Optimization exercise on an open flow, not production practice. RTL: at most simulated, not proved equivalent. Clock network not from TritonCTS: every run shown here. The clock port is an ideal driver here. Power: default activity.

$ cat design.v
`timescale 1ns / 1ps
module recieve(
input rxd,
input clk,
input ce,
input rst,
output reg [7:0] word,
output word_on_line);
reg [7:0] shift;
reg [3:0] state;
assign word_on_line = (state == 4'd9);
always @(posedge clk)
    if (ce)
        begin
            if (rst)
                state <= 4'd15;
            else if (state[3] == 1'b0)
                state <= state + 4'd1;
            else if (state == 4'd8)
                state <= rxd ? 4'd9 : 4'd8;
            else
                state <= rxd ? 4'd15 : 4'd0;
        end
always @(posedge clk)
    if (ce && state[3] == 1'b0)
        shift <= {rxd, shift[7:1]};
always @(posedge clk)
    if (ce)
        begin
            if (rst)
                word <= 8'd0;
            else if (state == 4'd8 && rxd)
                word <= shift;
        end
endmodule
`timescale 1ns / 1ps
module transmit(
input clk,
input ce,
input rst,
input connection_status,
output transmit_ready,
output last_step,
output start_bit,
output data_bit,
output [2:0] bit_index
);
reg [4:0] state;
assign transmit_ready = (state == 5'd4);
assign last_step = (state == 5'd28);
assign start_bit = (state == 5'd7);
assign data_bit = (state[4:3] == 2'b01);
assign bit_index = state[2:0];
always @(posedge clk)
    if (ce)
        begin
            if (rst || !connection_status || last_step)
                state <= 5'd4;
            else
                state <= state + 5'd1;
        end
endmodule
`timescale 1ns / 1ps
module echo_mode(
input clk,
input ce,
input rst,
input SW,
input rxd,
output txd,
output [7:0] word
);
reg connection_status;
reg [9:0] counter;
reg [7:0] data;
wire word_on_line;
wire transmit_ready;
wire start_bit;
wire data_bit;
wire [2:0] bit_index;
recieve rx (
    .rxd(rxd),
    .clk(clk),
    .ce(ce),
    .rst(rst),
    .word(word),
    .word_on_line(word_on_line)
);
transmit tx (
    .clk(clk),
    .ce(ce),
    .rst(rst),
    .connection_status(connection_status),
    .transmit_ready(transmit_ready),
    .last_step(),
    .start_bit(start_bit),
    .data_bit(data_bit),
    .bit_index(bit_index)
);
assign txd = !(start_bit || (data_bit && !data[bit_index]));
always @(posedge clk)
    if (ce && transmit_ready && connection_status)
        data <= word;
always @(posedge clk)
    if (ce)
        begin
            if (rst)
                connection_status <= 1'b0;
            else if (!SW)
                begin
                    if (word_on_line)
                        connection_status <= 1'b1;
                    else if (transmit_ready && counter[9:1] != 9'd0)
                        connection_status <= 1'b0;
                end
        end
always @(posedge clk)
    if (ce && !rst && !SW)
        counter <= word_on_line ? 10'd1 : {counter[8:0], counter[9] ^ counter[6] ^ (counter[8:0] == 9'd0)};
endmodule
`timescale 1ns / 1ps
module message_mode(
input clk,
input ce,
input rst,
input SW,
output txd
);
reg p;
reg [9:0] hi;
reg [3:0] lo;
reg adv;
wire at_end = !p && (hi == 10'b1000010111) && (lo == 4'd8);    
wire connection_status = p && (lo != 4'd0) && !(lo[3] && lo[2] && lo[1]);    
wire transmit_ready = !p || (hi[4:0] == 5'd4);
wire last_step = (hi[4:0] == 5'd28);        
wire start_bit = (hi[4:0] == 5'd7);
wire data_bit = (hi[4:3] == 2'b01);
wire step = SW && (transmit_ready || at_end);
wire carry = step && (lo == 4'd15);        
reg rom;
always @*
    case ({lo, hi[2:0]})
        7'b0001011: rom = 1'b1;
        7'b0001101: rom = 1'b1;
        7'b0001110: rom = 1'b1;
        7'b0010000: rom = 1'b1;
        7'b0010010: rom = 1'b1;
        7'b0010101: rom = 1'b1;
        7'b0010110: rom = 1'b1;
        7'b0011010: rom = 1'b1;
        7'b0011011: rom = 1'b1;
        7'b0011101: rom = 1'b1;
        7'b0011110: rom = 1'b1;
        7'b0100010: rom = 1'b1;
        7'b0100011: rom = 1'b1;
        7'b0100101: rom = 1'b1;
        7'b0100110: rom = 1'b1;
        7'b0101000: rom = 1'b1;
        7'b0101001: rom = 1'b1;
        7'b0101010: rom = 1'b1;
        7'b0101011: rom = 1'b1;
        7'b0101101: rom = 1'b1;
        7'b0101110: rom = 1'b1;
        7'b0110101: rom = 1'b1;
        7'b0111000: rom = 1'b1;
        7'b0111001: rom = 1'b1;
        7'b0111010: rom = 1'b1;
        7'b0111100: rom = 1'b1;
        7'b0111101: rom = 1'b1;
        7'b0111110: rom = 1'b1;
        7'b1000000: rom = 1'b1;
        7'b1000001: rom = 1'b1;
        7'b1000010: rom = 1'b1;
        7'b1000011: rom = 1'b1;
        7'b1000101: rom = 1'b1;
        7'b1000110: rom = 1'b1;
        7'b1001001: rom = 1'b1;
        7'b1001100: rom = 1'b1;
        7'b1001101: rom = 1'b1;
        7'b1001110: rom = 1'b1;
        7'b1010010: rom = 1'b1;
        7'b1010011: rom = 1'b1;
        7'b1010101: rom = 1'b1;
        7'b1010110: rom = 1'b1;
        7'b1011010: rom = 1'b1;
        7'b1011101: rom = 1'b1;
        7'b1011110: rom = 1'b1;
        7'b1100000: rom = 1'b1;
        7'b1100101: rom = 1'b1;
        default: rom = 1'b0;
    endcase
assign txd = !(p && (start_bit || (data_bit && !rom)));
always @(posedge clk)
    if (ce && transmit_ready && connection_status)
        adv <= SW;
wire load_defer = transmit_ready && connection_status && (lo != 4'd13);
always @(posedge clk)
    if (ce)
        begin
            if (rst)
                lo <= (SW && transmit_ready) ? 4'd1 : 4'd0;
            else if (SW && at_end)
                lo <= 4'd0;
            else if ((SW && transmit_ready && !load_defer) || (connection_status && last_step && adv))
                lo <= lo + 4'd1;
        end
always @(posedge clk)
    if (ce)
        begin
            if (rst || (SW && at_end))
                begin
                    p <= 1'b1;
                    hi <= 10'd4;
                end
            else if (carry)
                begin
                    p <= 1'b0;
                    hi <= {hi[8:0], ~(hi[9] ^ hi[6])};
                end
            else if (p)
                begin
                    if (!connection_status || last_step)
                        hi[4:0] <= 5'd4;
                    else
                        hi[4:0] <= hi[4:0] + 5'd1;
                end
        end
endmodule
`timescale 1ns / 1ps
module controller(
input clk,
input SW,
input rst,
input rxd,
output reg txd,
output [7:0] LD
);
reg [6:0] div;
wire tick = (div == 7'b1110001);
wire txd_1;
wire txd_2;
always @(posedge clk)
    if (rst)
        div <= 7'b1110001;
    else
        div <= {div[5:0], div[6] ^ div[5] ^ tick};
echo_mode echo(
    .clk(clk),
    .ce(tick),
    .rst(rst),
    .SW(SW),
    .rxd(rxd),
    .word(LD),
    .txd(txd_1)
);
message_mode msg(
    .clk(clk),
    .ce(tick),
    .rst(rst),
    .SW(SW),
    .txd(txd_2)
);
always @(posedge clk)
    if (rst)
        txd <= 1'b1;
    else
        txd <= SW ? txd_2 : txd_1;
endmodule
$ cat flow/run.sh
#!/bin/bash
# The standard layout (standard.sh) with three changes:
#  - synthesis is the standard flow's script unchanged except that ABC maps the logic with
#    flow/abc_area.script (area-oriented mapping, no buffering or upsizing)
#    and no half/full adder cells are extracted before it (ABC maps them);
#  - the clock tree is built by flow/pre_cts.tcl (a root buffer and five
#    leaf buffers at the centres of k-means clusters of the flip-flops) in
#    place of clock_tree_synthesis;
#  - port buffers are buf_1 cells.
# Each tool's output is in the ORFS logs under orfs/logs; make's is in standard.log.
set -euo pipefail
here=$(pwd)
{
  echo 'proc abc {args} {'
  echo '  set i [lsearch -exact $args -script]'
  echo '  if { $i >= 0 } { lset args [expr {$i + 1}] '"$here"'/flow/abc_area.script }'
  echo '  set j [lsearch -exact $args -D]'
  echo '  if { $j >= 0 } { set args [lreplace $args $j [expr {$j + 1}]] }'
  echo '  yosys abc {*}$args'
  echo '}'
  echo 'proc extract_fa {args} {}'
  cat synth_recipe.tcl
} > my_synth.tcl
sed "s#SYNTH_SCRIPT=[^ ]*#SYNTH_SCRIPT=$here/my_synth.tcl#" standard.sh > my_standard.sh
grep -q "SYNTH_SCRIPT=$here/my_synth.tcl" my_standard.sh
export CTS_ARGS="-sink_clustering_enable -repair_clock_nets -dont_use_dummy_load"
export PRE_CTS_TCL="$here/flow/pre_cts.tcl"
export BUFFER_PORTS_ARGS="-buffer_cell sky130_fd_sc_hd__buf_1"
bash my_standard.sh > standard.log 2>&1
$ cat flow/abc_area.script
strash; &get -n; &fraig -x; &dch -f; &nf -R 1000; &put; strash; &get -n; &dch -f; &nf -R 1000; &put; topo
$ cat flow/pre_cts.tcl
# Clock tree built by hand in place of clock_tree_synthesis: the clock port
# drives one root buffer, which drives NLEAF leaf buffers, each placed at the
# centroid of a k-means cluster of the clock's sinks (flip-flop clock pins).
proc my_clock_tree { nleaf bufname rootname } {
  set block [ord::get_db_block]
  set clknet [$block findNet clk]
  set sinks {}
  foreach it [$clknet getITerms] {
    set inst [$it getInst]
    set bb [$inst getBBox]
    lappend sinks [list $it [expr {([$bb xMin] + [$bb xMax]) / 2}] [expr {([$bb yMin] + [$bb yMax]) / 2}]]
  }
  set n [llength $sinks]
  # k-means, seeded by sorting on x then taking evenly spaced sinks
  set sorted [lsort -integer -index 1 $sinks]
  set cents {}
  for {set k 0} {$k < $nleaf} {incr k} {
    set s [lindex $sorted [expr {int(($k + 0.5) * $n / $nleaf)}]]
    lappend cents [list [lindex $s 1] [lindex $s 2]]
  }
  for {set iter 0} {$iter < 30} {incr iter} {
    set assign {}
    foreach s $sinks {
      set best 0; set bd 1e30
      for {set k 0} {$k < $nleaf} {incr k} {
        lassign [lindex $cents $k] cx cy
        set d [expr {abs([lindex $s 1] - $cx) + abs([lindex $s 2] - $cy)}]
        if {$d < $bd} { set bd $d; set best $k }
      }
      lappend assign $best
    }
    set newc {}
    for {set k 0} {$k < $nleaf} {incr k} {
      set sx 0; set sy 0; set c 0
      foreach s $sinks a $assign { if {$a == $k} { set sx [expr {$sx + [lindex $s 1]}]; set sy [expr {$sy + [lindex $s 2]}]; incr c } }
      if {$c > 0} { lappend newc [list [expr {$sx / $c}] [expr {$sy / $c}]] } else { lappend newc [lindex $cents $k] }
    }
    set cents $newc
  }
  set master [[ord::get_db] findMaster $bufname]
  for {set k 0} {$k < $nleaf} {incr k} {
    set buf [odb::dbInst_create $block $master clkleaf_$k]
    lassign [lindex $cents $k] cx cy
    $buf setLocation [expr {int($cx)}] [expr {int($cy)}]
    $buf setPlacementStatus PLACED
    set net [odb::dbNet_create $block clk_leaf_$k]
    $net setSigType CLOCK
    [$buf findITerm A] connect $clknet
    [$buf findITerm X] connect $net
    foreach s $sinks a $assign {
      if {$a == $k} { set it [lindex $s 0]; $it disconnect; $it connect $net }
    }
  }
  # root buffer between the port and the leaves
  set rmaster [[ord::get_db] findMaster $rootname]
  set root [odb::dbInst_create $block $rmaster clkroot]
  set sx 0; set sy 0
  foreach c $cents { set sx [expr {$sx + [lindex $c 0]}]; set sy [expr {$sy + [lindex $c 1]}] }
  $root setLocation [expr {int($sx / $nleaf)}] [expr {int($sy / $nleaf)}]
  $root setPlacementStatus PLACED
  set rnet [odb::dbNet_create $block clk_root]
  $rnet setSigType CLOCK
  for {set k 0} {$k < $nleaf} {incr k} {
    set it [[$block findInst clkleaf_$k] findITerm A]
    $it disconnect
    $it connect $rnet
  }
  [$root findITerm A] connect $clknet
  [$root findITerm X] connect $rnet
  $clknet setSigType CLOCK
}

proc clock_tree_synthesis { args } {
  my_clock_tree 5 sky130_fd_sc_hd__clkbuf_8 sky130_fd_sc_hd__clkbuf_4
  set_propagated_clock [all_clocks]
}
$ cat standard.sh
#!/bin/bash
# synth_recipe.tcl (not shown) runs the flow's synth.tcl, then flattens the netlist and writes it again
# the make line also repeats each setting of config.mk as NAME=value (left out here)
make -C /OpenROAD-flow-scripts/flow DESIGN_CONFIG=/design/flow/config.mk WORK_HOME=/design/flow/orfs CLKGATE_MAP_FILE= SYNTH_SCRIPT=/design/flow/synth_recipe.tcl "${@:-finish}"
$ cat config.mk
export PLATFORM = sky130hd
export DESIGN_NAME = controller
export DESIGN_NICKNAME = controller
export VERILOG_FILES = /design/flow/design.v
export SDC_FILE = /design/flow/constraint.sdc
export NUM_CORES = 4
export LEC_CHECK = 0
export ABC_AREA = 1
export CAP_MARGIN = 20
export CORE_MARGIN = 2
export CORE_UTILIZATION = 40
export SLEW_MARGIN = 20
$ cat constraint.sdc
create_clock -name core_clock -period 10.0 [get_ports {clk}]
set_input_delay 2.0000 -clock core_clock [delete_from_list [all_inputs] [get_ports {clk}]]
set_output_delay 2.0000 -clock core_clock [all_outputs]
set_load 0.01 [all_outputs]
==> results by group, run 1 <==
STA
  • Crit path time final: between 3000 and 4000 ps
  • Worst relative slew slack: 0.515
  • Hold Violations, Final: 0
  • Max Clk Rate: ~0.27 GHz
  • Clock skew: roughly 38 ps
  • Least-Margin Pin Slew: 721 ps
  • Setup violations, final: 0
  • Slew Viols, Final: 0
  • Period utilisation layout: 0.374
  • RSZ-0062 raised after global routing: no
  • Setup_tns: 0 ps

Synth
  • Ys flop type: edfxtp_1
  • Synth Instances: around 240
  • Warnings, synthesis: 5
  • Mapped Area: ~3000 um2
  • Post-synthesis register bit count: 68
  • Syn nets: approximately 240
  • EDFF count, synth: 60
  • Avg Cell Area, Syn: approximately 12 um2
  • Async S/R FF share, synth: 0
  • Sequential fraction of the synthesis area: 0.662
  • Synth cell types: 38

Layout
  • # diodes: 0
  • Syn-to-layout area delta: 9.21%
  • Commonest non-fill, non-tap cell in the layout: edfxtp_1
  • Nets: 264
  • Final Cell Area: ~3200 um2
  • Final Util: 0.448
  • Highest-count cells in the layout ignoring fill and taps: edfxtp_1 (60), nor2b_1 (28), nor2_1 (21)
  • Share of layout cells above drive strength 1: 0.0465
  • # fillers: ~680

Power and ir drop
  • Pleak: 1.03 nW
  • Seq pwr share: 0.669
  • P_int: about 0.38 mW
  • Total power: approximately 0.49 mW
  • Pwr dens: about 150 nW/um2
  • Logic pwr share: 0.067
  • Max VDD drop: slightly below 50 uV
  • Clock share of power: 0.264
  • Switching pwr: between 0.1 and 0.15 mW
  • Sw Share: 0.222

Placement
  • Global placement routability congestion: roughly 0.88
  • DP Wirelength: around 3.6 mm
  • Port Buffer Count: 12
  • Post-DP Area: between 3000 and 4000 um2

Floorplanning
  • Die Span Y: ~90 um
  • Core Rows: 31
  • Core area: approximately 7000 um2
  • Die area: between 8000 and 9000 um2
  • Initial core utilization: 0.411
  • Die X: ~90 um
  • IO Count: 13

Critical path
  • Critical path required time: 10070 ps
  • Setup crit start kind: primary input
  • WS Path Type: primary input to register
  • Critical path origin: SW
  • Setup crit end kind: register
  • Worst r2r src: msg.hi[0]
  • Max FO, Critical Path: 7
  • WP data arrival: around 3800 ps

Clock network
  • Clock-pin slew on the worst setup and hold paths: 120 ps
  • Post-CTS Setup Inserts: 0
  • Post-CTS Hold Buffers: 0
  • Post-cts sizing count: 0
  • Clock Latency Late Sink: 400 ps

Routing
  • Initial DRC Count: ~130
  • Routed WL: between 5 and 6 mm
  • DRC: 0
  • WL/cell: around 15 um
  • Antenna viol nets, final: 0
  • Drt pass-1 iters: 4
  • Vias per inst: around 5.3
  • Vias post-DR: roughly 1900

Run
  • Max cap viols: 0

Global routing
  • Initial antenna violation count: 0
  • Vias in the first global route: 1885
  • Largest net degree at the start of global routing: 28
  • First-pass GRT wire length: between 9 and 10 mm
  • Total gr overflow: 0
  • GRT Overall Usage: 0.129

Run status
  • Outcome: timing/DRC/antenna clean

Min path
  • Worst Hold Launch: echo.rx.word[3]
  • Hold Crit Class: register to register
-- cell usage after synthesis, types with 3 or more instances --
library cell / number / area (um2)
a21oi_1: 15 / 75.1
a31oi_1: 3 / 18.8
and3_1: 5 / 31.3
clkinv_1: 5 / 18.8
dfxtp_1: 8 / 160
edfxtp_1: 60 / 1800
nand2_1: 14 / 52.6
nand2b_1: 3 / 18.8
nand3_1: 9 / 45.0
nand3b_1: 3 / 22.5
nand4_1: 3 / 18.8
nor2_1: 21 / 78.8
nor2b_1: 28 / 175
nor3_1: 5 / 25.0
nor4_1: 3 / 18.8
o211ai_1: 3 / 22.5
o21ai_0: 12 / 60.1
or2_0: 4 / 25.0
xnor2_1: 6 / 52.6
-- power groups by stage --
stage                     Sequential [mW]  Clock (mW)  Combinational (mW)
after CTS                           0.328       0.135              0.0329
after detailed placement            0.334           0              0.0327
after floorplan                     0.332           0              0.0227
after global placement              0.334           0              0.0322
final                               0.328       0.129              0.0327
after global routing                0.330       0.145              0.0375
-- worst max-delay path, stage by stage --
cell and delay, ps:
buf_1 240, nand2_1 150, nor3_1 630, nor2_1 80
nor2_1 460, a21o_1 250
-- cell families (layout without fill, tap and decap cells) --
| kind of cell | Yosys count | after routing | share of synthesized area |
|---|---|---|---|
| and+or+nand+nor | 106 | 106 | 0.192 |
| DFF | 68 | 68 | 0.662 |
| AOI/OAI and AO/OA | 47 | 47 | 0.0967 |
| xor gates and xnor gates | 8 | 8 | 0.0237 |
| buffers and inverters | 5 | 26 | 0.00634 |
| muxes | 3 | 3 | 0.0186 |
-- registers in the layout, indices dropped and copies added, names as in the netlist --
| register | cells |
|---|---|
| div | 7 |
| echo.rx.shift | 8 |
| echo.connection_status | 1 |
| msg.hi | 10 |
| msg.lo | 4 |
| echo.rx.word | 8 |
| echo.rx.state | 4 |
| echo.data | 8 |
| txd | 1 |
| echo.counter | 10 |
| msg.adv | 1 |
| msg.p | 1 |
| echo.tx.state | 5 |
-- final cells by class --
class                      count  area, um2  share of cell area
sequential                    68       1960               0.607
tap                           99        124              0.0383
inverter                       5       18.8             0.00580
multi-input combinational    164        986               0.305
buffer                         6       76.3              0.0236
timing repair buffer          15       67.6              0.0209
-- metrics by stage --
step                hold slack (ps)  worst slack (ps)  std cells
floorplan                       415              6350        237
global placement                425              5990        351
detailed placement              432              5860        351
CTS                             447              6280        357
global route                    470              6120        357
finish                          447              6260        357
-- final timing paths --
path | depth (start not counted) | slack (ps) | endpoint
worst max-delay path | 6 | 6260 | msg.hi[2]
worst min-delay path | 0 | 450 | echo.data[3]
worst max register to register | 8 | 7070 | msg.hi[2]
worst min register to register | 0 | 450 | echo.data[3]
-- metal layers --
metal / track usage / wire [um]
met2: 0.204 / 2390
met4: 0.0256 / 104
met5: 0 / 0
met1: 0.193 / 2580
met3: 0.0176 / 203
==> run 2: changes to the inputs <==
--- a/flow/pre_cts.tcl
+++ b/flow/pre_cts.tcl
@@ -72,5 +72,5 @@
 
 proc clock_tree_synthesis { args } {
-  my_clock_tree 5 sky130_fd_sc_hd__clkbuf_8 sky130_fd_sc_hd__clkbuf_4
+  my_clock_tree 6 sky130_fd_sc_hd__clkbuf_8 sky130_fd_sc_hd__clkbuf_4
   set_propagated_clock [all_clocks]
 }
==> results by group, run 2 <==
Critical path
  • Buffers plus inverters on the worst setup path: 1 (unchanged)
  • RR Endpoint: msg.hi[2] (unchanged)
  • Worst path slowest cell: nor3_1 (unchanged)
  • Top Family by Delay on Critical Path: simple AND/OR/NAND/NOR gates (unchanged)
  • WS Path Type: primary input to register (unchanged)
  • Max FO, Critical Path: 7 (unchanged)
  • Worst path cell trace: buf_1 -> nand2_1 -> nor3_1 -> nor2_1 -> nor2_1 -> a21o_1 (unchanged)
  • Worst r2r path cells: 8 (unchanged)
  • WP data arrival: 3800 ps (was 3810 ps)
  • Critical path required time: 10120 ps (was 10070 ps)
  • Setup crit end kind: register (unchanged)
  • Most used cell along the critical path: nor2_1 (unchanged)
  • Setup crit start kind: primary input (unchanged)
  • Worst r2r src: msg.hi[0] (unchanged)
  • Max incr delay on CP: 620 ps (was 630 ps)
  • Worst reg-to-reg setup slack: 7080 ps (was 7070 ps)

Min path
  • Hold Crit Endpoint: div[4] (was echo.data[3])
  • Hold Path Depth: 1 (was 0)
  • Hold Crit Class: register to register (unchanged)
  • Worst Hold Launch: div[3] (was echo.rx.word[3])

Layout
  • Share of layout cells above drive strength 1: 0.0502 (was 0.0465)
  • Highest-count cells in the layout ignoring fill and taps: edfxtp_1 (60), nor2b_1 (28), nor2_1 (21) (unchanged)
  • Syn-to-layout area delta: 9.67% (was 9.21%)
  • Commonest non-fill, non-tap cell in the layout: edfxtp_1 (unchanged)
  • Final Util: 0.450 (was 0.448)
  • Register area: 1960 um2 (unchanged)
  • # diodes: 0 (unchanged)
  • Final Cell Area: 3250 um2 (was 3230 um2)
  • Area of the multi-input gates: 986 um2 (unchanged)
  • Nets: 265 (was 264)
  • # fillers: 673 (was 675)
  • Largest registers: echo.counter (10), msg.hi (10) (unchanged)
  • Final Instance Count excl. Fillers: 358 (was 357)

Routing
  • Routed WL: 5.30 mm (was 5.28 mm)
  • DRC: 0 (unchanged)
  • Initial DRC Count: 54 (was 129)
  • Drt pass-1 iters: 4 (unchanged)
  • Antenna viol nets, final: 0 (unchanged)
  • Vias per inst: 5.20 (was 5.26)
  • Vias post-DR: 1862 (was 1879)
  • WL/cell: 14.8 um (about the same)

Global routing
  • Initial antenna violation count: 0 (unchanged)
  • Total gr overflow: 0 (unchanged)
  • Vias in the first global route: 1887 (was 1885)
  • Largest net degree at the start of global routing: 28 (unchanged)
  • First-pass GRT wire length: 9.00 mm (was 9.03 mm)
  • GRT Overall Usage: 0.129 (about the same)

Floorplanning
  • Die Span Y: 90.0 um (unchanged)
  • Initial core utilization: 0.411 (unchanged)
  • IO Count: 13 (unchanged)
  • Die X: 90.0 um (unchanged)
  • Die area: 8110 um2 (unchanged)
  • Core Rows: 31 (unchanged)
  • Core area: 7210 um2 (unchanged)

Synth
  • Mapped Area: 2960 um2 (unchanged)
  • Synth top cells by count: edfxtp_1 (60), nor2b_1 (28), nor2_1 (21), a21oi_1 (15), nand2_1 (14) (unchanged)
  • Avg Cell Area, Syn: 12.5 um2 (unchanged)
  • Async S/R FF share, synth: 0 (unchanged)
  • Top cell type by total area after synthesis: edfxtp_1 (unchanged)
  • Post-synth top area share: 0.608 (unchanged)
  • Ys flop type: edfxtp_1 (unchanged)
  • EDFF count, synth: 60 (unchanged)
  • Warnings, synthesis: 5 (unchanged)
  • Synth cell types: 38 (unchanged)
  • Sequential fraction of the synthesis area: 0.662 (unchanged)
  • Synth Instances: 237 (unchanged)
  • Post-synthesis register bit count: 68 (unchanged)
  • Syn nets: 241 (unchanged)
  • Most common cell in the netlist: edfxtp_1 (unchanged)
  • Synth top area cells: edfxtp_1 (61%), nor2b_1 (5.9%), dfxtp_1 (5.4%) (unchanged)

Placement
  • Dpl cells: 351 (unchanged)
  • Post-DP Area: 3150 um2 (unchanged)
  • DP Wirelength: 3.60 mm (unchanged)
  • Global placement routability congestion: 0.877 (unchanged)
  • Port Buffer Count: 12 (unchanged)
  • Place WS: 5860 ps (unchanged)

STA
  • Worst relative slew slack: 0.527 (was 0.515)
  • Final worst slack: 6320 ps (was 6260 ps)
  • Least-Margin Pin Slew: 704 ps (was 721 ps)
  • Max Clk Rate: 0.272 GHz (was 0.267 GHz)
  • Setup violations, final: 0 (unchanged)
  • Crit path time final: 3680 ps (was 3740 ps)
  • Fin Hold WS: 448 ps (was 447 ps)
  • Hold Violations, Final: 0 (unchanged)
  • Clock skew: 33.4 ps (was 37.6 ps)
  • RSZ-0062 raised after global routing: no (unchanged)
  • Period utilisation layout: 0.368 (was 0.374)
  • Slew Viols, Final: 0 (unchanged)
  • Setup_tns: 0 ps (unchanged)

Clock network
  • Clock-pin slew on the worst setup and hold paths: 100 ps (was 120 ps)
  • Post-cts sizing count: 0 (unchanged)
  • Post-CTS Setup Inserts: 0 (unchanged)
  • Post-CTS Hold Buffers: 0 (unchanged)
  • Clock Latency Late Sink: 410 ps (was 400 ps)

Power and ir drop
  • Pleak: 1.03 nW (about the same)
  • Pwr dens: 155 nW/um2 (was 151 nW/um2)
  • Total power: 0.502 mW (was 0.490 mW)
  • Max VDD drop: 70.5 uV (was 49.5 uV)

Run
  • Max cap viols: 0 (unchanged)

Run status
  • Outcome: timing/DRC/antenna clean (unchanged)
-- run 2: cell counts after synthesis --
No cell type changed its count.
-- run 2: logic make-up after synthesis --
logic type / share of synthesized area
AO/OA/AOI/OAI: 0.0967
flip-flops: 0.662
multiplexers: 0.0186
buffers and inverters: 0.00634
AND/OR/NAND/NOR: 0.192
XOR/XNOR: 0.0237
-- run 2: cell type report --
type | instances | share of cell area
plain buffers | 7 | 0.0277
inverters | 5 | 0.00578
multi-input cells | 164 | 0.304
flip-flops and latches | 68 | 0.604
well taps | 99 | 0.0381
repair buffers | 15 | 0.0208
-- run 2: routing by layer --
layer | part of all wire | global-route usage
met1 | 0.50 | 0.195
met2 | 0.44 | 0.200
met3 | 0.035 | 0.0168
met4 | 0.026 | 0.0295
met5 | 0 | 0
-- run 2: how the worst max path moves through the flow --
stage	cells after the start	startpoint	endpoint
2_1_floorplan	5	SW	msg.hi[0]
3_3_place_gp	6	SW	msg.hi[1]
3_5_place_dp	6	SW	msg.hi[2]
4_1_cts	6	SW	msg.hi[2]
5_1_grt	6	SW	msg.hi[4]
6_report	6	SW	msg.hi[2]
-- run 2: where the power goes --
part	internal (mW)	switching (mW)	leakage, nW
registers	0.319	0.00921	0.613
logic	0.0128	0.0198	0.373
clock network	0.0580	0.0838	0.0477
total	0.390	0.113	1.03
==> run 3: changes to the inputs <==
--- a/flow/pre_cts.tcl
+++ b/flow/pre_cts.tcl
@@ -72,5 +72,5 @@
 
 proc clock_tree_synthesis { args } {
-  my_clock_tree 6 sky130_fd_sc_hd__clkbuf_8 sky130_fd_sc_hd__clkbuf_4
+  my_clock_tree 5 sky130_fd_sc_hd__clkbuf_8 sky130_fd_sc_hd__clkbuf_8
   set_propagated_clock [all_clocks]
 }
==> results by group, run 3 <==
Synth
  • Mapped Area: 2960 um2 (unchanged)
  • EDFF count, synth: 60 (unchanged)
  • Syn nets: 241 (unchanged)
  • Most common cell in the netlist: edfxtp_1 (unchanged)
  • Sequential fraction of the synthesis area: 0.662 (unchanged)
  • Synth top cells by count: edfxtp_1 (60), nor2b_1 (28), nor2_1 (21), a21oi_1 (15), nand2_1 (14) (unchanged)
  • Avg Cell Area, Syn: 12.5 um2 (unchanged)
  • Post-synth top area share: 0.608 (unchanged)
  • Synth cell types: 38 (unchanged)
  • Warnings, synthesis: 5 (unchanged)
  • Synth Instances: 237 (unchanged)
  • Async S/R FF share, synth: 0 (unchanged)
  • Top cell type by total area after synthesis: edfxtp_1 (unchanged)
  • Ys flop type: edfxtp_1 (unchanged)
  • Post-synthesis register bit count: 68 (unchanged)
  • Synth top area cells: edfxtp_1 (61%), nor2b_1 (5.9%), dfxtp_1 (5.4%) (unchanged)

Power and ir drop
  • Sw Share: 0.220 (was 0.225)
  • Max VDD drop: 51.4 uV (was 70.5 uV)
  • Logic pwr share: 0.066 (was 0.065)
  • Seq pwr share: 0.663 (was 0.653)
  • Pwr dens: 153 nW/um2 (was 155 nW/um2)
  • Clock share of power: 0.271 (was 0.282)
  • P_int: 0.386 mW (was 0.390 mW)
  • Switching pwr: 0.109 mW (was 0.113 mW)
  • Pleak: 1.03 nW (about the same)

Critical path
  • Critical path required time: 10010 ps (was 10120 ps)
  • WP data arrival: 3800 ps (about the same)
  • Worst r2r path cells: 8 (unchanged)
  • Setup crit start kind: primary input (unchanged)
  • Max FO, Critical Path: 7 (unchanged)
  • WS Path Type: primary input to register (unchanged)
  • Setup crit end kind: register (unchanged)

STA
  • Slew Viols, Final: 0 (unchanged)
  • Least-Margin Pin Slew: 723 ps (was 704 ps)
  • Setup violations, final: 0 (unchanged)
  • Clock skew: 37.5 ps (was 33.4 ps)
  • Max Clk Rate: 0.264 GHz (was 0.272 GHz)
  • RSZ-0062 raised after global routing: no (unchanged)
  • Worst relative slew slack: 0.514 (was 0.527)
  • Crit path time final: 3790 ps (was 3680 ps)
  • Setup_tns: 0 ps (unchanged)
  • Hold Violations, Final: 0 (unchanged)
  • Final worst slack: 6210 ps (was 6320 ps)
  • Period utilisation layout: 0.379 (was 0.368)

Routing
  • Initial DRC Count: 123 (was 54)
  • WL/cell: 14.8 um (about the same)
  • Vias per inst: 5.29 (was 5.20)
  • DRC: 0 (unchanged)
  • Routed WL: 5.27 mm (was 5.30 mm)
  • Drt pass-1 iters: 4 (unchanged)
  • Vias post-DR: 1888 (was 1862)
  • Antenna viol nets, final: 0 (unchanged)

Floorplanning
  • Die Span Y: 90.0 um (unchanged)
  • Die area: 8110 um2 (unchanged)
  • Core area: 7210 um2 (unchanged)
  • Initial core utilization: 0.411 (unchanged)
  • IO Count: 13 (unchanged)
  • Die X: 90.0 um (unchanged)
  • Core Rows: 31 (unchanged)

Global routing
  • Initial antenna violation count: 0 (unchanged)
  • Total gr overflow: 0 (unchanged)
  • GRT Overall Usage: 0.129 (about the same)
  • Largest net degree at the start of global routing: 28 (unchanged)
  • First-pass GRT wire length: 9.03 mm (was 9.00 mm)
  • Vias in the first global route: 1886 (was 1887)

Clock network
  • Post-cts sizing count: 0 (unchanged)
  • Post-CTS Setup Inserts: 0 (unchanged)
  • Post-CTS Hold Buffers: 0 (unchanged)
  • Clock Latency Late Sink: 340 ps (was 410 ps)
  • Clock-pin slew on the worst setup and hold paths: 120 ps (was 100 ps)

Min path
  • Hold Crit Class: register to register (unchanged)
  • Hold Path Depth: 0 (was 1)

Placement
  • Global placement routability congestion: 0.877 (unchanged)
  • DP Wirelength: 3.60 mm (unchanged)
  • Port Buffer Count: 12 (unchanged)
  • Dpl cells: 351 (unchanged)
  • Place WS: 5860 ps (unchanged)

Layout
  • Share of layout cells above drive strength 1: 0.0465 (was 0.0502)
  • Syn-to-layout area delta: 9.42% (was 9.67%)
  • Final Instance Count excl. Fillers: 357 (was 358)
  • Nets: 264 (was 265)
  • Largest registers: echo.counter (10), msg.hi (10) (unchanged)
  • Commonest non-fill, non-tap cell in the layout: edfxtp_1 (unchanged)
  • # diodes: 0 (unchanged)
  • Highest-count cells in the layout ignoring fill and taps: edfxtp_1 (60), nor2b_1 (28), nor2_1 (21) (unchanged)

Run
  • Max cap viols: 0 (unchanged)

Run status
  • Outcome: timing/DRC/antenna clean (unchanged)
-- run 3: per-stage QoR --
step,power [mW],util,instance area (um2),hold slack (ps)
3_5_place_dp,0.367,0.437,3150,432
3_3_place_gp,0.366,0.437,3150,425
6_report,0.494,0.449,3240,447
2_1_floorplan,0.355,-,2960,415
5_1_grt,0.517,0.449,3240,469
4_1_cts,0.501,0.448,3240,447
-- run 3: final cells by class --
type | instances | area [um2]
buffer | 6 | 82.6
fill | 673 | 3970
inverter | 5 | 18.8
multi-input combinational | 164 | 986
sequential | 68 | 1960
tap | 99 | 124
timing repair buffer | 15 | 67.6
-- run 3: worst max-delay path, cell delays in order --
cell and delay (ps):
buf_1 240, nand2_1 150, nor3_1 630, nor2_1 80, nor2_1 450, a21o_1 250
-- run 3: worst paths after layout --
kind / from / endpoint / slack [ps]
worst max-delay path: SW / msg.hi[2] / 6210
worst min-delay path: echo.rx.word[3] / echo.data[3] / 450
worst max register to register: msg.hi[0] / msg.hi[2] / 7070
worst min register to register: echo.rx.word[3] / echo.data[3] / 450
-- run 3: metal layers --
layer  up-vias  GRT usage  wire length [um]
met4         0     0.0256               116
met1       891      0.193              2560
met3        11     0.0176               222
li1        941          -                 -
met5         -          0                 0
met2        45      0.204              2370
-- run 3: power groups by stage --
stage / registers (mW) / clock network [mW] / logic [mW]
2_1_floorplan: 0.332 / 0 / 0.0227
3_3_place_gp: 0.334 / 0 / 0.0322
3_5_place_dp: 0.334 / 0 / 0.0327
4_1_cts: 0.328 / 0.140 / 0.0329
5_1_grt: 0.330 / 0.150 / 0.0375
6_report: 0.328 / 0.134 / 0.0326
-- run 3: kinds of logic after synthesis --
group | Yosys count | share of synthesized area
simple gates | 106 | 0.192
compound gates | 47 | 0.0967
flops | 68 | 0.662
xor+xnor | 8 | 0.0237
mux | 3 | 0.0186
buf+inv | 5 | 0.00634
==> run 4: changes to the inputs <==
--- a/flow/run.sh
+++ b/flow/run.sh
@@ -4,5 +4,5 @@
 #    flow/abc_area.script (area-oriented mapping, no buffering or upsizing)
 #    and no half/full adder cells are extracted before it (ABC maps them);
-#  - the clock tree is built by flow/pre_cts.tcl (a root buffer and five
+#  - the clock tree is built by flow/pre_cts.tcl (a root buffer and six
 #    leaf buffers at the centres of k-means clusters of the flip-flops) in
 #    place of clock_tree_synthesis;
--- a/flow/pre_cts.tcl
+++ b/flow/pre_cts.tcl
@@ -72,5 +72,5 @@
 
 proc clock_tree_synthesis { args } {
-  my_clock_tree 5 sky130_fd_sc_hd__clkbuf_8 sky130_fd_sc_hd__clkbuf_8
+  my_clock_tree 6 sky130_fd_sc_hd__clkbuf_8 sky130_fd_sc_hd__clkbuf_4
   set_propagated_clock [all_clocks]
 }
--- a/config.mk
+++ b/config.mk
@@ -9,4 +9,4 @@
 export CAP_MARGIN = 20
 export CORE_MARGIN = 2
-export CORE_UTILIZATION = 40
+export CORE_UTILIZATION = 65
 export SLEW_MARGIN = 20
==> results by group, run 4 <==
Critical path
  • Critical path origin: SW (unchanged)
  • Critical path required time: 10080 ps (was 10010 ps)
  • Setup crit start kind: primary input (unchanged)
  • Max FO, Critical Path: 7 (unchanged)
  • Setup crit end kind: register (unchanged)
  • WS Path Type: primary input to register (unchanged)
  • Worst r2r src: msg.hi[4] (was msg.hi[0])
  • Max incr delay on CP: 630 ps (about the same)
  • Worst path cell trace: buf_1 -> nand2_1 -> nor3_1 -> nor2_1 -> nor2_1 -> a21o_1 (unchanged)
  • WP data arrival: 3790 ps (was 3800 ps)
  • Most used cell along the critical path: nor2_1 (unchanged)
  • Worst path slowest cell: nor3_1 (unchanged)

Synth
  • Sequential fraction of the synthesis area: 0.662 (unchanged)
  • Synth top area cells: edfxtp_1 (61%), nor2b_1 (5.9%), dfxtp_1 (5.4%) (unchanged)
  • Syn nets: 241 (unchanged)
  • Synth cell types: 38 (unchanged)
  • EDFF count, synth: 60 (unchanged)
  • Warnings, synthesis: 5 (unchanged)
  • Post-synth top area share: 0.608 (unchanged)
  • Top cell type by total area after synthesis: edfxtp_1 (unchanged)
  • Async S/R FF share, synth: 0 (unchanged)
  • Synth top cells by count: edfxtp_1 (60), nor2b_1 (28), nor2_1 (21), a21oi_1 (15), nand2_1 (14) (unchanged)
  • Ys flop type: edfxtp_1 (unchanged)
  • Avg Cell Area, Syn: 12.5 um2 (unchanged)
  • Synth Instances: 237 (unchanged)
  • Post-synthesis register bit count: 68 (unchanged)
  • Mapped Area: 2960 um2 (unchanged)
  • Most common cell in the netlist: edfxtp_1 (unchanged)

Run
  • Max cap viols: 0 (unchanged)

Routing
  • DRC: 0 (unchanged)
  • Routed WL: 4.83 mm (was 5.27 mm)
  • WL/cell: 15.6 um (was 14.8 um)
  • Vias per inst: 6.09 (was 5.29)
  • Initial DRC Count: 141 (was 123)
  • Drt pass-1 iters: 4 (unchanged)
  • Vias post-DR: 1889 (was 1888)
  • Antenna viol nets, final: 0 (unchanged)

Floorplanning
  • Die Span Y: 71.5 um (was 90.0 um)
  • Core area: 4380 um2 (was 7210 um2)
  • Core Rows: 24 (was 31)
  • IO Count: 13 (unchanged)
  • Die area: 5110 um2 (was 8110 um2)
  • Initial core utilization: 0.676 (was 0.411)
  • Die X: 71.5 um (was 90.0 um)

Layout
  • Area of the multi-input gates: 986 um2 (unchanged)
  • Commonest non-fill, non-tap cell in the layout: edfxtp_1 (unchanged)
  • Final Instance Count excl. Fillers: 310 (was 357)
  • # fillers: 303 (was 673)
  • Largest registers: echo.counter (10), msg.hi (10) (unchanged)
  • Final Util: 0.726 (was 0.449)
  • Share of layout cells above drive strength 1: 0.0465 (unchanged)
  • # diodes: 0 (unchanged)
  • Nets: 264 (unchanged)
  • Syn-to-layout area delta: 7.44% (was 9.42%)
  • Final Cell Area: 3180 um2 (was 3240 um2)
  • Highest-count cells in the layout ignoring fill and taps: edfxtp_1 (60), nor2b_1 (28), nor2_1 (21) (unchanged)
  • Register area: 1960 um2 (unchanged)

Power and ir drop
  • Pwr dens: 155 nW/um2 (was 153 nW/um2)
  • Max VDD drop: 111 uV (was 51.4 uV)
  • Pleak: 1.03 nW (about the same)

Placement
  • Port Buffer Count: 12 (unchanged)
  • Global placement routability congestion: 0.821 (was 0.877)
  • Post-DP Area: 3090 um2 (was 3150 um2)
  • Dpl cells: 303 (was 351)
  • DP Wirelength: 3.47 mm (was 3.60 mm)

STA
  • Setup_tns: 0 ps (unchanged)
  • Crit path time final: 3710 ps (was 3790 ps)
  • Hold Violations, Final: 0 (unchanged)
  • Least-Margin Pin Slew: 723 ps (about the same)
  • RSZ-0062 raised after global routing: no (unchanged)
  • Setup violations, final: 0 (unchanged)
  • Fin Hold WS: 423 ps (was 447 ps)
  • Slew Viols, Final: 0 (unchanged)
  • Period utilisation layout: 0.371 (was 0.379)
  • Worst relative slew slack: 0.514 (about the same)
  • Max Clk Rate: 0.270 GHz (was 0.264 GHz)
  • Clock skew: 20.1 ps (was 37.5 ps)

Global routing
  • GRT Overall Usage: 0.193 (was 0.129)
  • Total gr overflow: 0 (unchanged)
  • Largest net degree at the start of global routing: 28 (unchanged)
  • Vias in the first global route: 1724 (was 1886)
  • First-pass GRT wire length: 8.15 mm (was 9.03 mm)
  • Initial antenna violation count: 0 (unchanged)

Clock network
  • Post-CTS Setup Inserts: 0 (unchanged)
  • Clock-pin slew on the worst setup and hold paths: 80 ps (was 120 ps)
  • Clock Latency Late Sink: 380 ps (was 340 ps)
  • Post-CTS Hold Buffers: 0 (unchanged)
  • Post-cts sizing count: 0 (unchanged)

Min path
  • Worst Hold Launch: echo.rx.shift[2] (was echo.rx.word[3])
  • Hold Crit Class: register to register (unchanged)

Run status
  • Outcome: timing/DRC/antenna clean (unchanged)
run 4: cell types whose count changed in the layout (fill, tap and decap cells not counted), sizes merged:
cell / change
buf: -1
clkbuf: +1
run 4: area by class of cell:
cell class | instances | share of cell area
buffer | 7 | 0.0283
tap | 52 | 0.0204
timing repair buffer | 14 | 0.0189
multi-input combinational | 164 | 0.310
sequential | 68 | 0.617
inverter | 5 | 0.00590
run 4: worst max-delay path: cells and delay by family:
family	cells	cell delay, ps
simple gates	4	1300
buf+inv	1	230
compound gates	1	250
run 4: per-stage QoR:
step	worst slack, ps	power (mW)
floorplan	6350	0.355
global placement	5780	0.364
detailed placement	5660	0.366
CTS	6070	0.497
global route	6080	0.514
finish	6290	0.494
run 4: routing by layer:
metal	share of wire	track usage	wire length, um
met3	0.037	0.0183	178
met4	0.012	0.0210	57
met1	0.49	0.315	2380
met2	0.46	0.298	2220
met5	0	0	0
run 4: cells by family (layout without fill, tap and decap cells):
logic type,Yosys count,after routing,synth area share
AO/OA/AOI/OAI,47,47,0.0967
XOR/XNOR,8,8,0.0237
buffers and inverters,5,26,0.00634
flip-flops,68,68,0.662
multiplexers,3,3,0.0186
AND/OR/NAND/NOR,106,106,0.192
run 4: where the power goes:
group / internal, mW / switching, mW / total [mW]
Clock: 0.0579 / 0.0757 / 0.134
Combinational: 0.0126 / 0.0195 / 0.0321
Sequential: 0.319 / 0.00914 / 0.328
run 4: worst paths after layout:
| kind | to | slack (ps) | cells after the start |
|---|---|---|---|
| min reg2reg | echo.rx.shift[1] | 420 | 0 |
| min | echo.rx.shift[1] | 420 | 0 |
| max reg2reg | msg.hi[3] | 6930 | 8 |
| max | msg.hi[3] | 6290 | 6 |
==> run 5: changes to the inputs <==
--- a/config.mk
+++ b/config.mk
@@ -7,6 +7,6 @@
 export LEC_CHECK = 0
 export ABC_AREA = 1
-export CAP_MARGIN = 20
+export CAP_MARGIN = 0
 export CORE_MARGIN = 2
 export CORE_UTILIZATION = 65
-export SLEW_MARGIN = 20
+export SLEW_MARGIN = 0
==> results by group, run 5 <==
Run status
  • Outcome: timing/DRC/antenna clean (unchanged)

Layout
  • Share of layout cells above drive strength 1: 0.0426 (was 0.0465)
  • Syn-to-layout area delta: 7.27% (was 7.44%)
  • Commonest non-fill, non-tap cell in the layout: edfxtp_1 (unchanged)
  • Largest registers: echo.counter (10), msg.hi (10) (unchanged)
  • Final Instance Count excl. Fillers: 310 (unchanged)
  • Area of the multi-input gates: 981 um2 (was 986 um2)
  • Highest-count cells in the layout ignoring fill and taps: edfxtp_1 (60), nor2b_1 (28), nor2_1 (21) (unchanged)
  • # fillers: 301 (was 303)
  • Register area: 1960 um2 (unchanged)
  • # diodes: 0 (unchanged)
  • Final Util: 0.725 (was 0.726)
  • Final Cell Area: 3180 um2 (about the same)
  • Nets: 264 (unchanged)

Power and ir drop
  • Seq pwr share: 0.664 (about the same)
  • Logic pwr share: 0.065 (about the same)
  • P_int: 0.389 mW (about the same)
  • Switching pwr: 0.104 mW (about the same)
  • Pwr dens: 155 nW/um2 (about the same)
  • Pleak: 1.03 nW (about the same)
  • Sw Share: 0.211 (about the same)
  • Max VDD drop: 111 uV (unchanged)
  • Total power: 0.494 mW (about the same)
  • Clock share of power: 0.271 (about the same)

Clock network
  • Post-cts sizing count: 0 (unchanged)
  • Post-CTS Hold Buffers: 0 (unchanged)
  • Clock-pin slew on the worst setup and hold paths: 80 ps (about the same)
  • Clock Latency Late Sink: 380 ps (about the same)
  • Post-CTS Setup Inserts: 0 (unchanged)

Placement
  • Dpl cells: 303 (unchanged)
  • DP Wirelength: 3.47 mm (unchanged)
  • Post-DP Area: 3090 um2 (unchanged)
  • Port Buffer Count: 12 (unchanged)
  • Global placement routability congestion: 0.821 (unchanged)
  • Place WS: 5660 ps (unchanged)

Global routing
  • Vias in the first global route: 1724 (unchanged)
  • M2 GR Usage: 0.298 (unchanged)
  • Initial antenna violation count: 0 (unchanged)
  • Total gr overflow: 0 (unchanged)
  • First-pass GRT wire length: 8.15 mm (unchanged)
  • GR peak layer: met1 (unchanged)
  • Largest net degree at the start of global routing: 28 (unchanged)
  • Met3 global-route usage: 0.0183 (unchanged)
  • GRT Overall Usage: 0.193 (unchanged)
  • GR Util met1: 0.315 (unchanged)

Floorplanning
  • IO Count: 13 (unchanged)
  • Die area: 5110 um2 (unchanged)
  • Die X: 71.5 um (unchanged)
  • Core Rows: 24 (unchanged)
  • Initial core utilization: 0.676 (unchanged)
  • Die Span Y: 71.5 um (unchanged)
  • Core area: 4380 um2 (unchanged)

STA
  • Period utilisation layout: 0.394 (was 0.371)
  • Clock skew: 19.9 ps (was 20.1 ps)
  • Hold Violations, Final: 0 (unchanged)
  • Max Clk Rate: 0.254 GHz (was 0.270 GHz)
  • Crit path time final: 3940 ps (was 3710 ps)
  • Fin Hold WS: 423 ps (about the same)
  • Slew Viols, Final: 0 (unchanged)
  • Setup violations, final: 0 (unchanged)
  • Setup_tns: 0 ps (unchanged)
  • Worst relative slew slack: 0.258 (was 0.514)
  • Final worst slack: 6060 ps (was 6290 ps)
  • RSZ-0062 raised after global routing: no (unchanged)
  • Least-Margin Pin Slew: 1100 ps (was 723 ps)

Critical path
  • Setup crit end kind: register (unchanged)
  • Worst path slowest cell: o21ai_0 (was nor3_1)
  • WS Path Type: primary input to register (unchanged)
  • Worst r2r src: msg.hi[4] (unchanged)
  • Worst r2r path cells: 8 (unchanged)
  • Max FO, Critical Path: 11 (was 7)
  • Setup crit start kind: primary input (unchanged)
  • Worst path cell trace: buf_1 -> nand3_1 -> o21ai_0 -> nor2_1 -> nor2_1 -> a21o_1 (was buf_1 -> nand2_1 -> nor3_1 -> nor2_1 -> nor2_1 -> a21o_1)
  • WP data arrival: 4020 ps (was 3790 ps)
  • Critical path origin: SW (unchanged)
  • RR Endpoint: msg.hi[3] (unchanged)
  • Max incr delay on CP: 870 ps (was 630 ps)
  • Critical path required time: 10080 ps (about the same)
  • Most used cell along the critical path: nor2_1 (unchanged)
  • Worst reg-to-reg setup slack: 6640 ps (was 6930 ps)

Synth
  • Syn nets: 241 (unchanged)
  • Most common cell in the netlist: edfxtp_1 (unchanged)
  • Post-synth top area share: 0.608 (unchanged)
  • Warnings, synthesis: 5 (unchanged)
  • Synth cell types: 38 (unchanged)
  • Avg Cell Area, Syn: 12.5 um2 (unchanged)
  • Synth top cells by count: edfxtp_1 (60), nor2b_1 (28), nor2_1 (21), a21oi_1 (15), nand2_1 (14) (unchanged)
  • Synth Instances: 237 (unchanged)
  • Post-synthesis register bit count: 68 (unchanged)
  • Ys flop type: edfxtp_1 (unchanged)
  • Mapped Area: 2960 um2 (unchanged)
  • Sequential fraction of the synthesis area: 0.662 (unchanged)
  • Top cell type by total area after synthesis: edfxtp_1 (unchanged)
  • EDFF count, synth: 60 (unchanged)
  • Async S/R FF share, synth: 0 (unchanged)
  • Synth top area cells: edfxtp_1 (61%), nor2b_1 (5.9%), dfxtp_1 (5.4%) (unchanged)

Routing
  • Drt pass-1 iters: 4 (unchanged)
  • Routed WL: 4.80 mm (was 4.83 mm)
  • DRC: 0 (unchanged)
  • Vias per inst: 6.09 (unchanged)
  • Vias post-DR: 1889 (unchanged)
  • WL/cell: 15.5 um (was 15.6 um)
  • Initial DRC Count: 120 (was 141)
  • Antenna viol nets, final: 0 (unchanged)

Min path
  • Hold Crit Endpoint: echo.rx.shift[1] (unchanged)
  • Worst Hold Launch: echo.rx.shift[2] (unchanged)
  • Hold Crit Class: register to register (unchanged)
  • Hold Path Depth: 0 (unchanged)

Run
  • Max cap viols: 0 (unchanged)
[run 5: cell counts after synthesis]
Identical to the previous run, type by type.
[run 5: how the worst max path moves through the flow]
stage | endpoint | slack (ps) | cells past startpoint
5_1_grt | msg.hi[3] | 5750 | 6
4_1_cts | msg.hi[4] | 6070 | 6
2_1_floorplan | msg.hi[0] | 6350 | 5
3_5_place_dp | msg.hi[4] | 5660 | 6
3_3_place_gp | msg.hi[0] | 5780 | 6
6_report | msg.hi[3] | 6060 | 6
[run 5: power by group through the flow]
stage	Clock (mW)	Sequential, mW	Combinational, mW
floorplan	0	0.332	0.0227
global placement	0	0.333	0.0308
detailed placement	0	0.334	0.0322
CTS	0.137	0.328	0.0323
global route	0.148	0.329	0.0365
finish	0.134	0.328	0.0321
[run 5: logic make-up after synthesis]
logic type | share of synthesized area
AND/OR/NAND/NOR | 0.192
flip-flops | 0.662
buffers and inverters | 0.00634
multiplexers | 0.0186
AO/OA/AOI/OAI | 0.0967
XOR/XNOR | 0.0237
[run 5: final cells by class]
| type | count | share of cell area |
|---|---|---|
| timing repair buffer | 14 | 0.0189 |
| sequential | 68 | 0.618 |
| tap | 52 | 0.0205 |
| multi-input combinational | 164 | 0.309 |
| inverter | 5 | 0.00591 |
| buffer | 7 | 0.0284 |
[run 5: worst max-delay path: cells and delay by family]
| kind | cells | cell delay, ps |
|---|---|---|
| AOI/OAI and AO/OA | 2 | 1120 |
| and+or+nand+nor | 3 | 670 |
| buffers and inverters | 1 | 230 |
[run 5: routing by layer]
metal | vias up | part of all wire | routed length (um)
met3 | 6 | 0.040 | 192
met2 | 34 | 0.45 | 2150
met4 | 0 | 0.012 | 57
met5 | - | 0 | 0
met1 | 912 | 0.50 | 2390
li1 | 937 | - | -
==> run 6: changes to the inputs <==
--- a/config.mk
+++ b/config.mk
@@ -7,6 +7,6 @@
 export LEC_CHECK = 0
 export ABC_AREA = 1
-export CAP_MARGIN = 0
+export CAP_MARGIN = 20
 export CORE_MARGIN = 2
-export CORE_UTILIZATION = 65
-export SLEW_MARGIN = 0
+export CORE_UTILIZATION = 40
+export SLEW_MARGIN = 20
==> results by group, run 6 <==
Run status
  • Outcome: timing/DRC/antenna clean (unchanged)

Critical path
  • Setup crit start kind: primary input (unchanged)
  • Setup crit end kind: register (unchanged)
  • WP data arrival: 3800 ps (was 4020 ps)
  • WS Path Type: primary input to register (unchanged)
  • Max incr delay on CP: 620 ps (was 870 ps)
  • Max FO, Critical Path: 7 (was 11)
  • Most used cell along the critical path: nor2_1 (unchanged)
  • Worst path cell trace: buf_1 -> nand2_1 -> nor3_1 -> nor2_1 -> nor2_1 -> a21o_1 (was buf_1 -> nand3_1 -> o21ai_0 -> nor2_1 -> nor2_1 -> a21o_1)
  • Critical path required time: 10120 ps (was 10080 ps)
  • Worst path slowest cell: nor3_1 (was o21ai_0)

Routing
  • Drt pass-1 iters: 4 (unchanged)
  • DRC: 0 (unchanged)
  • WL/cell: 14.8 um (was 15.5 um)
  • Routed WL: 5.30 mm (was 4.80 mm)
  • Vias per inst: 5.20 (was 6.09)
  • Initial DRC Count: 54 (was 120)
  • Antenna viol nets, final: 0 (unchanged)
  • Vias post-DR: 1862 (was 1889)

Synth
  • Sequential fraction of the synthesis area: 0.662 (unchanged)
  • Top cell type by total area after synthesis: edfxtp_1 (unchanged)
  • Synth top area cells: edfxtp_1 (61%), nor2b_1 (5.9%), dfxtp_1 (5.4%) (unchanged)
  • Ys flop type: edfxtp_1 (unchanged)
  • Mapped Area: 2960 um2 (unchanged)
  • Post-synthesis register bit count: 68 (unchanged)
  • EDFF count, synth: 60 (unchanged)
  • Avg Cell Area, Syn: 12.5 um2 (unchanged)
  • Most common cell in the netlist: edfxtp_1 (unchanged)
  • Async S/R FF share, synth: 0 (unchanged)
  • Synth Instances: 237 (unchanged)
  • Syn nets: 241 (unchanged)
  • Warnings, synthesis: 5 (unchanged)
  • Post-synth top area share: 0.608 (unchanged)
  • Synth top cells by count: edfxtp_1 (60), nor2b_1 (28), nor2_1 (21), a21oi_1 (15), nand2_1 (14) (unchanged)
  • Synth cell types: 38 (unchanged)

Floorplanning
  • Initial core utilization: 0.411 (was 0.676)
  • Die area: 8110 um2 (was 5110 um2)
  • Die Span Y: 90.0 um (was 71.5 um)
  • Die X: 90.0 um (was 71.5 um)
  • Core area: 7210 um2 (was 4380 um2)
  • IO Count: 13 (unchanged)
  • Core Rows: 31 (was 24)

STA
  • Setup violations, final: 0 (unchanged)
  • Least-Margin Pin Slew: 704 ps (was 1100 ps)
  • Clock skew: 33.4 ps (was 19.9 ps)
  • Setup_tns: 0 ps (unchanged)
  • Slew Viols, Final: 0 (unchanged)
  • RSZ-0062 raised after global routing: no (unchanged)
  • Worst relative slew slack: 0.527 (was 0.258)
  • Max Clk Rate: 0.272 GHz (was 0.254 GHz)
  • Crit path time final: 3680 ps (was 3940 ps)
  • Hold Violations, Final: 0 (unchanged)
  • Period utilisation layout: 0.368 (was 0.394)

Power and ir drop
  • Max VDD drop: 70.5 uV (was 111 uV)
  • Pleak: 1.03 nW (about the same)
  • Pwr dens: 155 nW/um2 (about the same)

Global routing
  • GRT Overall Usage: 0.129 (was 0.193)
  • First-pass GRT wire length: 9.00 mm (was 8.15 mm)
  • Initial antenna violation count: 0 (unchanged)
  • Largest net degree at the start of global routing: 28 (unchanged)
  • Vias in the first global route: 1887 (was 1724)
  • Total gr overflow: 0 (unchanged)

Min path
  • Hold Crit Class: register to register (unchanged)

Layout
  • # diodes: 0 (unchanged)
  • Register area: 1960 um2 (unchanged)
  • Share of layout cells above drive strength 1: 0.0502 (was 0.0426)
  • Area of the multi-input gates: 986 um2 (was 981 um2)
  • # fillers: 673 (was 301)
  • Syn-to-layout area delta: 9.67% (was 7.27%)
  • Highest-count cells in the layout ignoring fill and taps: edfxtp_1 (60), nor2b_1 (28), nor2_1 (21) (unchanged)
  • Final Util: 0.450 (was 0.725)
  • Commonest non-fill, non-tap cell in the layout: edfxtp_1 (unchanged)
  • Nets: 265 (was 264)
  • Largest registers: echo.counter (10), msg.hi (10) (unchanged)

Run
  • Max cap viols: 0 (unchanged)

Placement
  • DP Wirelength: 3.60 mm (was 3.47 mm)
  • Global placement routability congestion: 0.877 (was 0.821)
  • Port Buffer Count: 12 (unchanged)

Clock network
  • Clock Latency Late Sink: 410 ps (was 380 ps)
  • Post-cts sizing count: 0 (unchanged)
  • Clock-pin slew on the worst setup and hold paths: 100 ps (was 80 ps)
  • Post-CTS Hold Buffers: 0 (unchanged)
  • Post-CTS Setup Inserts: 0 (unchanged)
run 6: cell type report:
class	count	area share
multi-input cells	164	0.304
flip-flops and latches	68	0.604
inverters	5	0.00578
repair buffers	15	0.0208
plain buffers	7	0.0277
well taps	99	0.0381
run 6: path summary, 6_finish.rpt:
| path | depth (start not counted) | from | slack, ps | end |
|---|---|---|---|---|
| min reg2reg | 1 | div[3] | 450 | div[4] |
| max reg2reg | 8 | msg.hi[0] | 7080 | msg.hi[2] |
| min | 1 | div[3] | 450 | div[4] |
| max | 6 | SW | 6320 | msg.hi[2] |
run 6: critical path, delay by kind of cell:
family,cells,cell delay (ps)
and+or+nand+nor,4,1300
buffers and inverters,1,250
AOI/OAI and AO/OA,1,250
run 6: logic make-up after synthesis:
kind of cell              count (synthesis)  synth area share
AOI/OAI and AO/OA                        47            0.0967
xor gates and xnor gates                  8            0.0237
buffers and inverters                     5           0.00634
DFF                                      68             0.662
muxes                                     3            0.0186
and+or+nand+nor                         106             0.192
run 6: power breakdown:
| part | leakage [nW] | internal, mW | total (mW) | switching [mW] |
|---|---|---|---|---|
| clock network | 0.0477 | 0.0580 | 0.142 | 0.0838 |
| logic | 0.373 | 0.0128 | 0.0327 | 0.0198 |
| registers | 0.613 | 0.319 | 0.328 | 0.00921 |
run 6: per-stage QoR:
stage | cell area, um2 | worst slack (ps) | hold WS [ps] | total power [mW] | std cells
3_5_place_dp | 3150 | 5860 | 432 | 0.367 | 351
5_1_grt | 3250 | 6160 | 469 | 0.522 | 358
2_1_floorplan | 2960 | 6350 | 415 | 0.355 | 237
4_1_cts | 3240 | 6330 | 454 | 0.507 | 358
6_report | 3250 | 6320 | 448 | 0.502 | 358
3_3_place_gp | 3150 | 5990 | 425 | 0.366 | 351
run 6: layer usage:
metal  share of wire  vias up  track usage
met3           0.035       13       0.0168
met4           0.026        0       0.0295
met5               0        -            0
met1            0.50      873        0.195
met2            0.44       29        0.200
li1                -      947            -
==> run 7: changes to the inputs <==
--- a/design.v
+++ b/design.v
@@ -131,6 +131,6 @@
 reg [3:0] lo;
 reg adv;
-wire at_end = !p && (hi == 10'b1000010111) && (lo == 4'd8);    
-wire connection_status = p && (lo != 4'd0) && !(lo[3] && lo[2] && lo[1]);    
+wire at_end = !p && (hi == 10'b1000010111) && (lo == 4'd4);    
+wire connection_status = p && (lo != 4'd0) && (lo != 4'd12) && (lo != 4'd8);    
 wire transmit_ready = !p || (hi[4:0] == 5'd4);
 wire last_step = (hi[4:0] == 5'd28);        
@@ -138,5 +138,5 @@
 wire data_bit = (hi[4:3] == 2'b01);
 wire step = SW && (transmit_ready || at_end);
-wire carry = step && (lo == 4'd15);        
+wire carry = step && (lo == 4'd8);         
 reg rom;
 always @*
@@ -153,40 +153,40 @@
         7'b0011101: rom = 1'b1;
         7'b0011110: rom = 1'b1;
+        7'b0100000: rom = 1'b1;
+        7'b0100001: rom = 1'b1;
         7'b0100010: rom = 1'b1;
         7'b0100011: rom = 1'b1;
         7'b0100101: rom = 1'b1;
         7'b0100110: rom = 1'b1;
-        7'b0101000: rom = 1'b1;
-        7'b0101001: rom = 1'b1;
         7'b0101010: rom = 1'b1;
         7'b0101011: rom = 1'b1;
         7'b0101101: rom = 1'b1;
         7'b0101110: rom = 1'b1;
+        7'b0110000: rom = 1'b1;
+        7'b0110001: rom = 1'b1;
+        7'b0110010: rom = 1'b1;
+        7'b0110011: rom = 1'b1;
         7'b0110101: rom = 1'b1;
-        7'b0111000: rom = 1'b1;
-        7'b0111001: rom = 1'b1;
+        7'b0110110: rom = 1'b1;
         7'b0111010: rom = 1'b1;
-        7'b0111100: rom = 1'b1;
         7'b0111101: rom = 1'b1;
         7'b0111110: rom = 1'b1;
-        7'b1000000: rom = 1'b1;
-        7'b1000001: rom = 1'b1;
-        7'b1000010: rom = 1'b1;
-        7'b1000011: rom = 1'b1;
-        7'b1000101: rom = 1'b1;
-        7'b1000110: rom = 1'b1;
         7'b1001001: rom = 1'b1;
         7'b1001100: rom = 1'b1;
         7'b1001101: rom = 1'b1;
         7'b1001110: rom = 1'b1;
+        7'b1010000: rom = 1'b1;
+        7'b1010001: rom = 1'b1;
         7'b1010010: rom = 1'b1;
-        7'b1010011: rom = 1'b1;
+        7'b1010100: rom = 1'b1;
         7'b1010101: rom = 1'b1;
         7'b1010110: rom = 1'b1;
         7'b1011010: rom = 1'b1;
+        7'b1011011: rom = 1'b1;
         7'b1011101: rom = 1'b1;
         7'b1011110: rom = 1'b1;
-        7'b1100000: rom = 1'b1;
-        7'b1100101: rom = 1'b1;
+        7'b1101101: rom = 1'b1;
+        7'b1111000: rom = 1'b1;
+        7'b1111101: rom = 1'b1;
         default: rom = 1'b0;
     endcase
@@ -195,5 +195,25 @@
     if (ce && transmit_ready && connection_status)
         adv <= SW;
-wire load_defer = transmit_ready && connection_status && (lo != 4'd13);
+reg [3:0] lo_next;
+always @*
+    case (lo)
+        4'd0: lo_next = 4'd1;
+        4'd1: lo_next = 4'd2;
+        4'd2: lo_next = 4'd5;
+        4'd3: lo_next = 4'd7;
+        4'd4: lo_next = 4'd9;
+        4'd5: lo_next = 4'd11;
+        4'd6: lo_next = 4'd13;
+        4'd7: lo_next = 4'd15;
+        4'd8: lo_next = 4'd0;
+        4'd9: lo_next = 4'd3;
+        4'd10: lo_next = 4'd4;
+        4'd11: lo_next = 4'd6;
+        4'd12: lo_next = 4'd8;
+        4'd13: lo_next = 4'd10;
+        4'd14: lo_next = 4'd12;
+        4'd15: lo_next = 4'd14;
+    endcase
+wire load_defer = transmit_ready && connection_status && (lo != 4'd14);    
 always @(posedge clk)
     if (ce)
@@ -204,5 +224,5 @@
                 lo <= 4'd0;
             else if ((SW && transmit_ready && !load_defer) || (connection_status && last_step && adv))
-                lo <= lo + 4'd1;
+                lo <= lo_next;
         end
 always @(posedge clk)
--- a/config.mk
+++ b/config.mk
@@ -9,4 +9,4 @@
 export CAP_MARGIN = 20
 export CORE_MARGIN = 2
-export CORE_UTILIZATION = 40
+export CORE_UTILIZATION = 65
 export SLEW_MARGIN = 20
==> results by group, run 7 <==
Run status
  • Outcome: timing/DRC/antenna clean (unchanged)

Critical path
  • Setup crit end kind: register (unchanged)
  • WP data arrival: 3980 ps (was 3800 ps)
  • Setup crit start kind: primary input (unchanged)

Layout
  • Final Instance Count excl. Fillers: 299 (was 358)
  • Nets: 253 (was 265)
  • # fillers: 300 (was 673)
  • Largest registers: echo.counter (10), msg.hi (10) (unchanged)
  • Share of layout cells above drive strength 1: 0.0445 (was 0.0502)
  • # diodes: 0 (unchanged)
  • Commonest non-fill, non-tap cell in the layout: edfxtp_1 (unchanged)
  • Syn-to-layout area delta: 7.36% (was 9.67%)

Synth
  • Top cell type by total area after synthesis: edfxtp_1 (unchanged)
  • EDFF count, synth: 60 (unchanged)
  • Most common cell in the netlist: edfxtp_1 (unchanged)
  • Mapped Area: 2930 um2 (was 2960 um2)
  • Ys flop type: edfxtp_1 (unchanged)
  • Async S/R FF share, synth: 0 (unchanged)
  • Synth top cells by count: edfxtp_1 (60), nor2b_1 (26), nor2_1 (24), a21oi_1 (12), o21ai_0 (11) (was edfxtp_1 (60), nor2b_1 (28), nor2_1 (21), a21oi_1 (15), nand2_1 (14))
  • Warnings, synthesis: 5 (unchanged)
  • Syn nets: 230 (was 241)
  • Synth top area cells: edfxtp_1 (62%), nor2b_1 (5.6%), dfxtp_1 (5.5%) (was edfxtp_1 (61%), nor2b_1 (5.9%), dfxtp_1 (5.4%))
  • Avg Cell Area, Syn: 12.9 um2 (was 12.5 um2)
  • Post-synthesis register bit count: 68 (unchanged)

Placement
  • DP Wirelength: 3.56 mm (was 3.60 mm)
  • Dpl cells: 292 (was 351)
  • Port Buffer Count: 12 (unchanged)
  • Place WS: 5750 ps (was 5860 ps)
  • Global placement routability congestion: 0.891 (was 0.877)

STA
  • Final worst slack: 6070 ps (was 6320 ps)
  • Clock skew: 26.1 ps (was 33.4 ps)
  • Period utilisation layout: 0.393 (was 0.368)
  • Max Clk Rate: 0.254 GHz (was 0.272 GHz)
  • Least-Margin Pin Slew: 997 ps (was 704 ps)
  • Crit path time final: 3930 ps (was 3680 ps)
  • Slew Viols, Final: 0 (unchanged)
  • Setup_tns: 0 ps (unchanged)
  • Setup violations, final: 0 (unchanged)
  • RSZ-0062 raised after global routing: no (unchanged)
  • Worst relative slew slack: 0.334 (was 0.527)
  • Hold Violations, Final: 0 (unchanged)

Power and ir drop
  • Max VDD drop: 99.4 uV (was 70.5 uV)
  • Pwr dens: 156 nW/um2 (was 155 nW/um2)
  • Pleak: 1.02 nW (was 1.03 nW)

Routing
  • Routed WL: 4.91 mm (was 5.30 mm)
  • Vias post-DR: 1924 (was 1862)
  • Antenna viol nets, final: 0 (unchanged)
  • Vias per inst: 6.43 (was 5.20)
  • DRC: 0 (unchanged)
  • WL/cell: 16.4 um (was 14.8 um)
  • Drt pass-1 iters: 5 (was 4)

Clock network
  • Post-CTS Hold Buffers: 0 (unchanged)
  • Clock-pin slew on the worst setup and hold paths: 80 ps (was 100 ps)
  • Clock Latency Late Sink: 380 ps (was 410 ps)

Floorplanning
  • Die X: 71.1 um (was 90.0 um)
  • Die area: 5050 um2 (was 8110 um2)
  • Initial core utilization: 0.672 (was 0.411)
  • IO Count: 13 (unchanged)
  • Die Span Y: 71.1 um (was 90.0 um)
  • Core area: 4350 um2 (was 7210 um2)
  • Core Rows: 24 (was 31)

Global routing
  • First-pass GRT wire length: 8.20 mm (was 9.00 mm)
  • GR Util met1: 0.289 (was 0.195)
  • Met3 global-route usage: 0.0185 (was 0.0168)
  • Initial antenna violation count: 0 (unchanged)
  • GRT Overall Usage: 0.198 (was 0.129)
  • Vias in the first global route: 1755 (was 1887)
  • Total gr overflow: 0 (unchanged)
  • Largest net degree at the start of global routing: 30 (was 28)

Run
  • Max cap viols: 0 (unchanged)

Min path
  • Hold Crit Class: register to register (unchanged)
-- run 7: cell count changes after synthesis, moves of 2 or more --
cell and delta:
o22ai_1 -2, nand3_1 -5, a32oi_1 +2, xnor2_1 -2, a21oi_1 -3, nor2_1 +3, o211ai_1 -2, nand2b_1 -2
nand2_1 -8, or4_1 -2, nor2b_1 -2, and2_0 +5
-- run 7: cells by family after synthesis --
group | synth area share
compound gates | 0.0988
simple gates | 0.187
buf+inv | 0.00642
xor+xnor | 0.0180
mux | 0.0188
flops | 0.671
-- run 7: final timing paths --
| path | startpoint | endpoint | slack, ps | depth (start not counted) |
|---|---|---|---|---|
| setup / recovery | SW | msg.hi[0] | 6070 | 6 |
| hold reg to reg | echo.rx.shift[7] | echo.rx.shift[6] | 450 | 0 |
| setup reg to reg | msg.hi[1] | msg.hi[0] | 6810 | 7 |
| hold / removal | echo.rx.shift[7] | echo.rx.shift[6] | 450 | 0 |
-- run 7: routing by layer --
layer	part of all wire	vias up	wire length, um
li1	-	903	-
met2	0.50	92	2440
met4	0.020	0	100
met5	0	-	0
met3	0.063	15	308
met1	0.42	914	2050
-- run 7: area by class of cell --
cell class / instances / area [um2] / area share
Tap cell: 52 / 65.1 / 0.0207
Multi-Input combinational cell: 153 / 945 / 0.301
Inverter: 5 / 18.8 / 0.00598
Buffer: 7 / 90.1 / 0.0287
Sequential cell: 68 / 1960 / 0.625
Timing Repair Buffer: 14 / 60.1 / 0.0191
-- run 7: worst max-delay path, stage by stage --
cell      delay (ps)
buf_1            240
nor4bb_1         310
and3_1           190
a41oi_1          340
a21oi_1          630
a21o_1           270
-- run 7: report_power, final --
group	total, mW	internal [mW]	switching (mW)	leakage, nW
clock	0.133	0.0579	0.0748	0.0477
sequential	0.328	0.319	0.00900	0.613
combinational	0.0303	0.0119	0.0184	0.358
-- run 7: stage by stage --
| step | cell area, um2 | utilization | hold WS [ps] |
|---|---|---|---|
| floorplan | 2930 | - | 415 |
| global route | 3140 | 0.721 | 460 |
| finish | 3140 | 0.721 | 451 |
| global placement | 3050 | 0.701 | 429 |
| CTS | 3140 | 0.721 | 456 |
| detailed placement | 3050 | 0.701 | 426 |
